What follows belongs to an exercise in optimizing a design on an open flow for small area; a production flow would make more cautious choices. Function was checked by simulation only, so behaviour that the tests miss may differ from the original.

==> v21: inputs <==
==> flow/design.v (excerpt) <==
module core_top(
    input  wire        clk_i,
    input  wire        rst_i,
    input  wire [31:0] rom_data_i,
    output wire        rom_ce_o,
    output wire [31:0] rom_addr_o,
    input  wire [31:0] ram_rdata_i,
    output reg  [31:0] ram_wdata_o,
    output wire        ram_we_o,
    output wire [31:0] ram_addr_o,
    output wire        ram_ce_o,
    output reg         halt_o,
    input  wire        irq_external_i,
    input  wire        irq_software_i,
    input  wire        irq_timer_i
);
localparam [31:0] NOP = 32'h00000013;
localparam [6:0] OP_I     = 7'b0010011;
localparam [6:0] OP_R     = 7'b0110011;
localparam [6:0] OP_LUI   = 7'b0110111;
localparam [6:0] OP_AUIPC = 7'b0010111;
localparam [6:0] OP_S     = 7'b0100011;
localparam [6:0] OP_L     = 7'b0000011;
localparam [6:0] OP_JAL   = 7'b1101111;
localparam [6:0] OP_JALR  = 7'b1100111;
localparam [6:0] OP_B     = 7'b1100011;
localparam [6:0] OP_SYS   = 7'b1110011;
wire        jump_we;           
wire [31:0] jump_addr;
wire        int_en;            
wire [31:0] isr_pc;
wire        stall_id;          
wire        md_stall;          
wire        stall_exe = jump_we | md_stall;
wire        stall     = ~rst_i & (stall_id | stall_exe);
reg        ce;
reg [31:0] pc;
assign rom_ce_o   = ce;
assign rom_addr_o = pc;
wire [31:0] new_pc = int_en ? isr_pc : jump_addr;
wire [29:0] pc_inc;
  ...
Settings: LEC_CHECK=0, CAP_MARGIN=20, CORE_MARGIN=2, CORE_UTILIZATION=30, GPL_ROUTABILITY_DRIVEN=1, PLACE_DENSITY=0.45, SLEW_MARGIN=20; clock period 14.0 ns.
run.sh (not shown) runs the stock make flow with config.mk's settings and CLKGATE_MAP_FILE= SYNTH_SCRIPT=/design/flow/synth_recipe.tcl, a recipe that flattens the netlist after the stock synthesis.
==> v14: changes against v21 <==
--- a/flow/design.v
+++ b/flow/design.v
@@ -41,23 +41,27 @@
 wire [29:0] pc_inc;
 rinc #(30) u_pcinc (.a(pc[31:2]), .ci(1'b1), .s(pc_inc), .co());
 always @(posedge clk_i) ce <= ~rst_i;
 always @(posedge clk_i)
     if (!ce)                  pc <= 32'h0;
     else if (jump_we | int_en) pc <= new_pc;
     else if (!stall)          pc <= {pc_inc, pc[1:0]};
-reg [31:0] fa, fi;
+reg        fz;
+reg [31:0] fi;
 always @(posedge clk_i)
     if (rst_i | jump_we | int_en) begin
-        fa <= 32'h0;
+        fz <= 1'b1;
         fi <= NOP;
     end else if (!stall) begin
-        fa <= pc;
+        fz <= ~ce;
         fi <= rom_data_i;
     end
+wire [29:0] pc_dec;
+rca #(30) u_pcdec (.a(pc[31:2]), .b(30'h3fffffff), .ci(1'b0), .s(pc_dec), .co());
+wire [31:0] fa = fz ? 32'h0 : {pc_dec, pc[1:0]};
 wire [6:0] d_opc = fi[6:0];
 wire [2:0] d_f3  = fi[14:12];
 wire [4:0] d_rs1 = fi[19:15];
 wire [4:0] d_rs2 = fi[24:20];
 wire d_I     = d_opc == OP_I;
 wire d_R     = d_opc == OP_R;
 wire d_LUI   = d_opc == OP_LUI;
@@ -73,32 +77,32 @@
 wire d_csri  = d_SYS & d_f3[2] & (d_f3[1:0] != 2'b00);
 wire d_valid = d_I | d_R | d_LUI | d_AUIPC | d_S | d_L | d_JAL | d_JALR | d_B | d_sysok;
 wire d_re1   = d_I | d_R | d_S | d_L | d_JALR | d_B | d_csrr;
 wire d_re2   = d_R | d_S | d_B;
 wire [31:0] d_iimm = {{20{fi[31]}}, fi[31:20]};
 wire [31:0] d_uimm = {fi[31:12], 12'b0};
 wire [31:0] d_jimm = {{12{fi[31]}}, fi[19:12], fi[20], fi[30:21], 1'b0};
-wire        rf_we;
-wire [4:0]  rf_waddr;
-wire [31:0] rf_wdata;
+reg         w_we;
+reg  [4:0]  w_waddr;
+reg  [31:0] w_wdata;
 reg  [31:0] rf [1:31];
 wire [31:0] rd1 [0:31];
 wire [31:0] rd2 [0:31];
 assign rd1[0] = 32'h0;
 assign rd2[0] = 32'h0;
 genvar gi;
 generate for (gi = 1; gi < 32; gi = gi + 1) begin : g_rf
     always @(posedge clk_i)
-        if (rf_we && rf_waddr == gi)
-            rf[gi] <= rf_wdata;
+        if (!rst_i && w_we && w_waddr == gi)
+            rf[gi] <= w_wdata;
     assign rd1[gi] = rd1[gi-1] | ({32{d_rs1 == gi}} & rf[gi]);
     assign rd2[gi] = rd2[gi-1] | ({32{d_rs2 == gi}} & rf[gi]);
 end endgenerate
-wire [31:0] rf1 = rd1[31];
-wire [31:0] rf2 = rd2[31];
+wire [31:0] rf1 = (w_we && d_rs1 == w_waddr && d_rs1 != 5'd0) ? w_wdata : rd1[31];
+wire [31:0] rf2 = (w_we && d_rs2 == w_waddr && d_rs2 != 5'd0) ? w_wdata : rd2[31];
 wire        ex_we;
 wire [31:0] ex_wdata;
 wire [4:0]  ex_waddr;
 wire        mm_we;
 wire [4:0]  mm_waddr;
 wire [31:0] mm_wdata;
 wire f1e = ex_we & (ex_waddr == d_rs1);
@@ -202,15 +206,16 @@
         3'd5: e_taken = ~e_lt;
         3'd6: e_taken = e_ltu;
         3'd7: e_taken = ~e_ltu;
         default: e_taken = 1'b0;
     endcase
 end
 wire [31:0] e_bimm = {{20{ei[31]}}, ei[7], ei[30:25], ei[11:8], 1'b0};
-wire [31:0] e_pcadd = ea + (e_B ? e_bimm : 32'd4);
+wire [31:0] e_pcadd;
+pcadd u_pcadd (.a(ea), .imm(e_B ? e_bimm[12:0] : 13'd4), .s(e_pcadd));
 assign jump_we   = e_JAL | e_JALR | (e_B & e_taken);
 assign jump_addr = e_B ? e_pcadd : e_sum[31:0];
 wire req_m = ~rst_i & e_M & ~e_f3[2];
 wire req_d = ~rst_i & e_M &  e_f3[2];
 wire a_neg  = eo1[31];
 wire b_neg  = eo2[31];
 wire a_zero = (eo1 == 32'h0);
@@ -279,15 +284,16 @@
     if (ms == S_DONE) mout <= R[63:0];
     if (ds == S_DONE) dout <= {R[64:33], R[31:0]};
 end
 assign md_stall = (req_m & ~mrdy) | (req_d & ~drdy);
 wire        sadj = a_neg ^ b_neg;
 wire [31:0] n_in = e_f3[2] ? (e_f3[1] ? dout[63:32] : dout[31:0]) : mout[63:32];
 wire        n_ci = e_f3[2] ? 1'b1 : (mout[31:0] == 32'h0);
-wire [31:0] n_out = ~n_in + {31'b0, n_ci};
+wire [31:0] n_out;
+rinc #(32) u_nout (.a(~n_in), .ci(n_ci), .s(n_out), .co());
 reg         n_do;
 always @(*) begin
     case (e_f3)
         3'd1:    n_do = sadj;
         3'd2:    n_do = a_neg;
         3'd4:    n_do = ~b_zero & sadj;
         3'd6:    n_do = ~b_zero & a_neg;
@@ -396,47 +402,63 @@
                                         {ram_rdata_i[31:16], m_data[15:0]};
         default: ram_wdata_o = m_data;
     endcase
 end
 assign mm_we    = m_we;
 assign mm_waddr = m_waddr;
 assign mm_wdata = m_ld ? m_load : m_slot;
-assign rf_we    = ~rst_i & ~int_en & m_we;
-assign rf_waddr = m_waddr;
-assign rf_wdata = mm_wdata;
 always @(posedge clk_i)
     if (rst_i) halt_o <= 1'b0;
     else if (m_st && m_f3[1:0] == 2'b10 && m_slot == 32'h00200008) halt_o <= 1'b1;
-reg        w_csrwe;
-reg [11:0] w_csra;
+reg [2:0]  w_csrsel;
+reg        w_byp;
 reg [31:0] w_csrwd;
+reg [2:0]  m_csrsel;
+always @(*) begin
+    case (m_csra)
+        12'h300: m_csrsel = 3'd1;
+        12'h304: m_csrsel = 3'd2;
+        12'h305: m_csrsel = 3'd3;
+        12'h340: m_csrsel = 3'd4;
+        12'h341: m_csrsel = 3'd5;
+        12'h342: m_csrsel = 3'd6;
+        12'h343: m_csrsel = 3'd7;
+        default: m_csrsel = 3'd0;
+    endcase
+end
 always @(posedge clk_i)
     if (rst_i | int_en) begin
-        w_csrwe <= 1'b0;
+        w_we     <= 1'b0;
+        w_csrsel <= 3'd0;
+        w_byp    <= 1'b0;
     end else begin
-        w_csrwe <= m_csrwe;
-        w_csra  <= m_csra;
-        w_csrwd <= m_data;
+        w_we     <= m_we;
+        w_waddr  <= m_waddr;
+        w_wdata  <= mm_wdata;
+        w_csrsel <= m_csrwe ? m_csrsel : 3'd0;
+        w_byp    <= m_csrwe & (m_csra == fi[31:20]);
+        w_csrwd  <= m_data;
     end
 reg [63:0] mcycle;
-wire [63:0] mcycle_inc = mcycle + 64'd1;
+wire [63:0] mcycle_inc;
+binc #(.W(64), .B(16)) u_mcyc (.a(mcycle), .s(mcycle_inc));
 reg        mst_mie, mst_mpie;
 reg        mie_e, mie_t, mie_s;
 reg [31:0] mtvec, mscratch, mepc, mtval;
 reg [3:0]  mc_cause;
 reg [26:0] mc_rem;
 reg        mc_int;
 reg        mip_e, mip_t, mip_s;
-wire w_mstatus  = w_csrwe & (w_csra == 12'h300);
-wire w_mie      = w_csrwe & (w_csra == 12'h304);
-wire w_mtvec    = w_csrwe & (w_csra == 12'h305);
-wire w_mscratch = w_csrwe & (w_csra == 12'h340);
-wire w_mepc     = w_csrwe & (w_csra == 12'h341);
-wire w_mcause   = w_csrwe & (w_csra == 12'h342);
-wire w_mtval    = w_csrwe & (w_csra == 12'h343);
+wire w_mstatus  = (w_csrsel == 3'd1);
+wire w_mie      = (w_csrsel == 3'd2);
+wire w_mtvec    = (w_csrsel == 3'd3);
+wire w_mscratch = (w_csrsel == 3'd4);
+wire w_mepc     = (w_csrsel == 3'd5);
+wire w_mcause   = (w_csrsel == 3'd6);
+wire w_mtval    = (w_csrsel == 3'd7);
 reg  [1:0] is;          
 reg  [3:0] tcause;
 reg        ttype;
 reg        texc;
 wire taken = (is == 2'd2);
 wire tret  = (is == 2'd3);
 always @(posedge clk_i)
@@ -511,15 +533,15 @@
         12'h341:          csr_r = mepc;
         12'h342:          csr_r = {mc_int, mc_rem, mc_cause};
         12'h344:          csr_r = {20'b0, mip_e, 3'b0, mip_t, 3'b0, mip_s, 3'b0};
         12'h343:          csr_r = mtval;
         default:          csr_r = 32'h0;
     endcase
 end
-assign csr_rdata = (w_csrwe && w_csra == e_csr) ? w_csrwd : csr_r;
+assign csr_rdata = w_byp ? w_csrwd : csr_r;
 wire eip = mie_e & mip_e;
 wire tip = mie_t & mip_t;
 wire sip = mie_s & mip_s;
 wire trap = (mst_mie & (eip | tip | sip)) | m_ecall;
 always @(posedge clk_i)
     if (rst_i) is <= 2'd0;
     else if (is == 2'd1) is <= trap ? 2'd2 : m_mret ? 2'd3 : 2'd1;
@@ -568,7 +590,31 @@
     genvar i;
     generate for (i = 0; i < W; i = i + 1) begin : g
         assign s[i]   = a[i] ^ c[i];
         assign c[i+1] = a[i] & c[i];
     end endgenerate
     assign co = c[W];
 endmodule
+module binc #(parameter W = 64, parameter B = 16) (
+    input  wire [W-1:0] a,
+    output wire [W-1:0] s
+);
+    genvar k;
+    generate for (k = 0; k < W / B; k = k + 1) begin : g
+        wire ci = (k == 0) ? 1'b1 : &a[k*B-1:0];
+        rinc #(B) u (.a(a[k*B +: B]), .ci(ci), .s(s[k*B +: B]), .co());
+    end endgenerate
+endmodule
+module pcadd (
+    input  wire [31:0] a,
+    input  wire [12:0] imm,
+    output wire [31:0] s
+);
+    wire        c13;
+    wire [18:0] up, dn;
+    rca  #(13) ul (.a(a[12:0]), .b(imm), .ci(1'b0), .s(s[12:0]), .co(c13));
+    rinc #(19) ui (.a(a[31:13]), .ci(1'b1), .s(up), .co());
+    wire [18:0] up_dn;
+    rinc #(19) ud (.a(~a[31:13]), .ci(1'b1), .s(up_dn), .co());
+    assign dn = ~up_dn;
+    assign s[31:13] = (c13 == imm[12]) ? a[31:13] : (c13 ? up : dn);
+endmodule
==> flow/flow/run.sh (new file) <==
#!/bin/bash
# Layout flow: the standard flow (standard.sh), with
#  - synthesis mapped by an area-oriented ABC script (flow/area.script); everything
#    else in the synthesis is the standard flow's own script, so the registers are the same;
#  - clock tree synthesis without dummy loads;
#  - smaller port buffers.
# Every tool's output goes to a log file in this folder (and ORFS's own logs under orfs/logs).
set -euo pipefail
W=$(pwd)

# synthesis script: the standard flow's, with abc's -script replaced by ours
{
  head -n 1 "$W/synth_recipe.tcl"
  cat <<'TCL'
proc abc {args} {
  set i [lsearch $args -script]
  if {$i >= 0} { set args [lreplace $args $i [expr {$i + 1}] -script $::env(AREA_ABC_SCRIPT)] }
  yosys abc {*}$args
}
TCL
  tail -n +2 "$W/synth_recipe.tcl"
} > "$W/area_synth.tcl"
export AREA_ABC_SCRIPT="$W/flow/area.script"

# config: the standard flow's, plus CTS and port-buffer arguments
cp "$W/config.mk" "$W/area_config.mk"
cat >> "$W/area_config.mk" <<'MK'
export CTS_ARGS = -sink_clustering_enable -repair_clock_nets -dont_use_dummy_load -buf_list sky130_fd_sc_hd__clkbuf_8 -sink_clustering_size 16 -sink_clustering_max_diameter 50
export BUFFER_PORTS_ARGS = -buffer_cell sky130_fd_sc_hd__buf_1
MK

sed -e "s#$W/synth_recipe.tcl#$W/area_synth.tcl#g" -e "s#$W/config.mk#$W/area_config.mk#g" "$W/standard.sh" > "$W/area_standard.sh"
grep -q area_synth.tcl "$W/area_standard.sh"
grep -q area_config.mk "$W/area_standard.sh"

bash "$W/area_standard.sh" > "$W/flow_make.log" 2>&1
==> flow/flow/area.script (new file) <==
&get -n
&st
&dch -f
&nf -R 1000 -p -C 32 -F 8 -A 8
&st
&syn2
&dch -f
&nf -R 1000 -p -C 32 -F 8 -A 8
&put
==> flow/standard.sh (new file) <==
#!/bin/bash
# synth_recipe.tcl (not shown) runs the flow's synth.tcl, then flattens the netlist and writes it again
# the make line also repeats each setting of config.mk as NAME=value (left out here)
make -C /OpenROAD-flow-scripts/flow DESIGN_CONFIG=/design/flow/config.mk WORK_HOME=/design/flow/orfs CLKGATE_MAP_FILE= SYNTH_SCRIPT=/design/flow/synth_recipe.tcl "${@:-finish}"
CORE_UTILIZATION = 40   (was 30)
PLACE_DENSITY = 0.5   (was 0.45)
removed: flow/run.sh
==> summary.txt <==
* Worst r2r src: ei[26]$_SDFFE_PP0N_
* Cell area after layout at 104000 um2
* Die width at 485 um
* CTS max path bufs at 3
* Critical Path Fanout Max at 60
* Status: finished clean
That was v14.
==> summary.txt <==
* Status: finished clean
* Worst r2r src: ei[14]$_SDFFE_PP0N_
* Critical Path Fanout Max at 85
* CTS max path bufs at 4
* Cell area after layout at 114000 um2
* Die width at 577 um
That was v21.

[separate check: timing with driven ports]
Ports are ideal in the flow. The routed layouts listed here were re-timed in OpenROAD. Step 1 (the two cells are an assumption about what drives the block):
set clk [get_ports {clk_i}]
set_driving_cell -lib_cell sky130_fd_sc_hd__clkbuf_16 $clk
set_driving_cell -lib_cell sky130_fd_sc_hd__buf_2 [delete_from_list [all_inputs] $clk]
Step 2 times the ports against the registers' clock, not the clock port: input delays grow and output delays shrink by t, the midpoint of the rising clock arrivals with the driver on. Three values: ideal, step 1, step 2; two values: the first two.
| run | t (ns) | slack for setup (ns) | worst data-port slew with drivers (ns) |
|---|---|---|---|
| v21 | 1.028 | 4.167 / 4.167 / 4.167 | 0.07 |
| v14 | 1.104 | 2.920 / 2.920 / 2.920 | 0.17 |
After both steps setup and hold are still met in every run listed.
